What follows belongs to an exercise in optimizing a design on an open flow for small area, a short achievable clock period and few clock cycles; a production flow would make more cautious choices.
At most, simulation tests tie the RTL to the original design; equivalence was not proved.

==> flow/design.v <==
module cordic (
    input  wire        clk,
    input  wire        rst_n,
    input  wire        start,
    input  wire [15:0] x_in,
    input  wire [15:0] y_in,
    input  wire [15:0] z_in,
    output reg         done,
    output wire [15:0] x_out,
    output wire [15:0] y_out,
    output wire [15:0] z_out
);
    reg signed [15:0] x, y;
    reg        [15:0] z;
    reg        [3:0]  iter;
    reg               busy;
    function [15:0] z_step;
        input [3:0] idx;
        input       neg;
        begin
            case ({neg, idx})
                5'b0_0000: z_step = 16'he000;   
                5'b0_0001: z_step = 16'hed1c;   
                5'b0_0010: z_step = 16'hf605;   
                5'b0_0011: z_step = 16'hfaef;   
                5'b0_0100: z_step = 16'hfd75;   
                5'b0_0101: z_step = 16'hfeba;   
                5'b0_0110: z_step = 16'hff5d;   
                5'b0_0111: z_step = 16'hffaf;   
                5'b0_1000: z_step = 16'hffd7;   
                5'b0_1001: z_step = 16'hffec;   
                5'b0_1010: z_step = 16'hfff6;   
                5'b0_1011: z_step = 16'hfffb;   
                5'b1_0000: z_step = 16'h2000;   
                5'b1_0001: z_step = 16'h12e4;   
                5'b1_0010: z_step = 16'h09fb;   
                5'b1_0011: z_step = 16'h0511;   
                5'b1_0100: z_step = 16'h028b;   
                5'b1_0101: z_step = 16'h0146;   
                5'b1_0110: z_step = 16'h00a3;   
                5'b1_0111: z_step = 16'h0051;   
                5'b1_1000: z_step = 16'h0029;   
                5'b1_1001: z_step = 16'h0014;   
                5'b1_1010: z_step = 16'h000a;   
                5'b1_1011: z_step = 16'h0005;   
                default: z_step = 16'h0000;
            endcase
        end
    endfunction
    wire        neg = z[15];
    wire [15:0] xs  = x >>> iter;
    wire [15:0] ys  = y >>> iter;
    wire [16:0] xa  = {x, 1'b1} + {(neg ? ys : ~ys), ~neg};
    wire [16:0] ya  = {y, 1'b1} + {(neg ? ~xs : xs), neg};
    wire [15:0] zn  = z + z_step(iter, neg);
    always @(posedge clk) begin
        if (start) begin
            x <= x_in;
            y <= y_in;
            z <= z_in;
        end else begin
            x <= xa[16:1];
            y <= ya[16:1];
            z <= zn;
        end
    end
    always @(posedge clk or negedge rst_n) begin
        if (!rst_n) begin
            iter <= 4'd0;
            busy <= 1'b0;
            done <= 1'b0;
        end else begin
            done <= busy && iter == 4'd11;
            if (start) begin
                iter <= 4'd0;
                busy <= 1'b1;
            end else begin
                iter <= iter + 4'd1;
                if (iter == 4'd11) busy <= 1'b0;
            end
        end
    end
    assign x_out = x;
    assign y_out = y;
    assign z_out = z;
endmodule
export LEC_CHECK = 0
export CAP_MARGIN = 20
export CORE_MARGIN = 2
export CORE_UTILIZATION = 40
export SETUP_SLACK_MARGIN = 5
export SLEW_MARGIN = 20
create_clock -name core_clock -period 10.0 [get_ports {clk}]
run.sh (not shown) runs the stock make flow with config.mk's settings and CLKGATE_MAP_FILE= SYNTH_SCRIPT=/design/flow/synth_recipe.tcl, a recipe that flattens the netlist after the stock synthesis.
Testbench counts at the start, summed over its fixed seeds: cycles 12,488.
==> next run, changes <==
--- a/flow/design.v
+++ b/flow/design.v
@@ -17,34 +17,24 @@
     function [15:0] z_step;
         input [3:0] idx;
         input       neg;
+        reg   [15:0] a;
         begin
-            case ({neg, idx})
-                5'b0_0000: z_step = 16'he000;   
-                5'b0_0001: z_step = 16'hed1c;   
-                5'b0_0010: z_step = 16'hf605;   
-                5'b0_0011: z_step = 16'hfaef;   
-                5'b0_0100: z_step = 16'hfd75;   
-                5'b0_0101: z_step = 16'hfeba;   
-                5'b0_0110: z_step = 16'hff5d;   
-                5'b0_0111: z_step = 16'hffaf;   
-                5'b0_1000: z_step = 16'hffd7;   
-                5'b0_1001: z_step = 16'hffec;   
-                5'b0_1010: z_step = 16'hfff6;   
-                5'b0_1011: z_step = 16'hfffb;   
-                5'b1_0000: z_step = 16'h2000;   
-                5'b1_0001: z_step = 16'h12e4;   
-                5'b1_0010: z_step = 16'h09fb;   
-                5'b1_0011: z_step = 16'h0511;   
-                5'b1_0100: z_step = 16'h028b;   
-                5'b1_0101: z_step = 16'h0146;   
-                5'b1_0110: z_step = 16'h00a3;   
-                5'b1_0111: z_step = 16'h0051;   
-                5'b1_1000: z_step = 16'h0029;   
-                5'b1_1001: z_step = 16'h0014;   
-                5'b1_1010: z_step = 16'h000a;   
-                5'b1_1011: z_step = 16'h0005;   
-                default: z_step = 16'h0000;
+            case (idx)
+                4'd0:  a = 16'd8192;
+                4'd1:  a = 16'd4836;
+                4'd2:  a = 16'd2555;
+                4'd3:  a = 16'd1297;
+                4'd4:  a = 16'd651;
+                4'd5:  a = 16'd326;
+                4'd6:  a = 16'd163;
+                4'd7:  a = 16'd81;
+                4'd8:  a = 16'd41;
+                4'd9:  a = 16'd20;
+                4'd10: a = 16'd10;
+                4'd11: a = 16'd5;
+                default: a = 16'd0;
             endcase
+            z_step = neg ? a : (~a + 16'd1);
         end
     endfunction
     wire        neg = z[15];
The changed run finished with timing, DRC and antenna clean.
Global-route usage is lower by 1.4 points.
Critical path depth came out higher by 4.
Setup slack loses 0.036 ns.
Core utilization is higher by 0.24 points.
Cell area rises by about 1.6%.
No functional check of the RTL was part of the second run of this note.

[afterwards: timing with drivers on the ports]
The results above use ideal ports. As a check the final layouts listed here were re-extracted and re-timed, cells and wires unchanged. Step 1 sets driving cells, clkbuf_16 on the clock port and buf_2 on the other inputs (assumed; they add their load-dependent delay and slew). Step 2 also shifts input and output timing later by t, the mid clock arrival at the registers, as if the neighbouring blocks saw the same clock. Slacks: ideal ports / drivers / drivers and shift; pairs: ideal ports / drivers.
run	t, ns	slack for setup (ns)	worst data-port slew with drivers (ns)
the first run	0.349	5.385 / 5.385 / 5.385	0.04
the second run	0.350	5.349 / 5.349 / 5.349	0.04
After both steps every run listed still meets setup and hold.
